From an optimization exercise on the open Yosys and OpenROAD flow, aimed at small area; shortcuts taken in it are not production practice.
Only simulation tests tie the RTL to the original design; equivalence was not proved.
No activity file was given, so power comes from the tool's default toggle rates.

Design reservation_station, start of the top module:
module reservation_station (
    input  wire         clk,
    input  wire         reset,
    input  wire         flush_pipeline,
    input  wire [1:0]   alloc_en,
    input  wire [11:0]  alloc_dst_tag,
    input  wire [11:0]  alloc_src1_tag,
    input  wire [11:0]  alloc_src2_tag,
    input  wire [63:0]  alloc_src1_val,
    input  wire [63:0]  alloc_src2_val,
    input  wire [1:0]   alloc_src1_ready,
    input  wire [1:0]   alloc_src2_ready,
    input  wire [23:0]  alloc_op,
    input  wire [11:0]  alloc_rob_tag,
    input  wire [63:0]  alloc_pc,
    input  wire [63:0]  alloc_imm,
    input  wire [1:0]   cdb_valid,
    input  wire [11:0]  cdb_tag,
    input  wire [63:0]  cdb_value,
    output reg  [1:0]   issue_valid,
    output reg  [23:0]  issue_op,
    output reg  [11:0]  issue_dst_tag,
    output reg  [63:0]  issue_src1_val,
    output reg  [63:0]  issue_src2_val,
    output reg  [11:0]  issue_rob_tag,
    output reg  [63:0]  issue_pc,
    output reg  [63:0]  issue_imm
);
For scale: about 12000 cells after synthesis, roughly 720 I/O pins, about 0.12 mm2 of cells after synthesis.
export LEC_CHECK = 0
export CAP_MARGIN = 20
export CORE_MARGIN = 2
export CORE_UTILIZATION = 40
export PLACE_DENSITY = 0.6
export SLEW_MARGIN = 20
create_clock -name core_clock -period 5.5 [get_ports {clk}]
standard.sh (not shown) runs the stock make flow with config.mk's settings and CLKGATE_MAP_FILE= SYNTH_SCRIPT=/design/flow/synth_recipe.tcl, a recipe that flattens the netlist after the stock synthesis.
==> flow/flow/run.sh <==
#!/bin/bash
# Own layout flow: the standard flow, except that synthesis maps the
# logic with an area-oriented ABC script, ports are buffered with the
# smallest buffer, and CTS uses one clock buffer type, fixed sink clusters
# and no dummy loads.
set -euo pipefail
W=$PWD
export CUSTOM_ABC_SCRIPT=$W/flow/abc_area_custom.script
export BUFFER_PORTS_ARGS="-buffer_cell sky130_fd_sc_hd__buf_1"
export CTS_ARGS="-sink_clustering_enable -repair_clock_nets -dont_use_dummy_load -sink_clustering_size 20 -sink_clustering_max_diameter 90 -buf_list {sky130_fd_sc_hd__clkbuf_16}"
make -C "$FLOW_HOME" DESIGN_CONFIG=$W/config.mk WORK_HOME=$W/orfs CLKGATE_MAP_FILE= \
  SYNTH_SCRIPT=$W/flow/synth_custom.tcl synth > $W/synth_custom.log 2>&1
bash standard.sh > $W/standard.log 2>&1
==> flow/flow/abc_area_custom.script <==
strash
dch -f
amap -m
topo
==> flow/flow/synth_custom.tcl <==
# The standard synthesis (synth_recipe.tcl), with one change: ABC maps the
# combinational logic with an area-oriented script (flow/abc_area_custom.script)
# instead of ORFS's. Registers are mapped before ABC runs and are not touched.
proc synth {args} { yosys synth -nofsm -noshare {*}$args }
proc abc {args} {
  set i [lsearch -exact $args -script]
  if { $i >= 0 } { lset args [expr { $i + 1 }] $::env(CUSTOM_ABC_SCRIPT) }
  yosys abc {*}$args
}
source $::env(SCRIPTS_DIR)/synth.tcl
# left out here: clear keep_hierarchy, flatten, clean up, hide names made inside functions, write 1_2_yosys.v
Rerun with:
--- a/flow/flow/run.sh
+++ b/flow/flow/run.sh
@@ -4,2 +4 @@
-# smallest buffer, and CTS uses one clock buffer type, fixed sink clusters
-# and no dummy loads.
+# smallest buffer, and CTS inserts no dummy loads.
@@ -10 +9 @@
-export CTS_ARGS="-sink_clustering_enable -repair_clock_nets -dont_use_dummy_load -sink_clustering_size 20 -sink_clustering_max_diameter 90 -buf_list {sky130_fd_sc_hd__clkbuf_16}"
+export CTS_ARGS="-sink_clustering_enable -repair_clock_nets -dont_use_dummy_load -buf_list {sky130_fd_sc_hd__clkbuf_2 sky130_fd_sc_hd__clkbuf_4 sky130_fd_sc_hd__clkbuf_8}"
Effect: Setup slack is better by 27 ps. Clock power is higher by 20%. Via count increases by about 1.4%. Sequential power barely changes. Cell count went up by 1.8%. Final area came out higher by 1.5%. Clock-buffer cell count increases by 303. Total power goes up by 4.2%. Die area stays the same. Utilization rose by 0.71 points.

[static timing again, ports no longer ideal]
No port has a modelled driver above. Below, the same layouts with a new extraction and two added sets of constraints.
Step 1, drivers: a clkbuf_16 drives clk and a buf_2 each remaining input, both assumed.
Step 2 also shifts input and output timing later by t, the mid clock arrival at the registers, as if the neighbouring blocks saw the same clock.
Slacks: ideal / step 1 / step 2; pairs: ideal / step 1.
| run | t (ns) | setup slack, ns | hold slack, ns | worst setup path after step 2 |
|---|---|---|---|---|
| the first run | 1.020 | 0.311 / 0.311 / -0.022 | 0.414 / 0.334 / 0.449 | input to register |
| the second run | 1.245 | 0.338 / 0.338 / 0.176 | 0.184 / 0.106 / 0.443 | input to register |
Met with ideal ports but missed after step 2: setup timing in the first run. For the first run, which loses most, drivers alone change the setup slack by 0.000 ns; drivers and shift together by -0.333 ns.
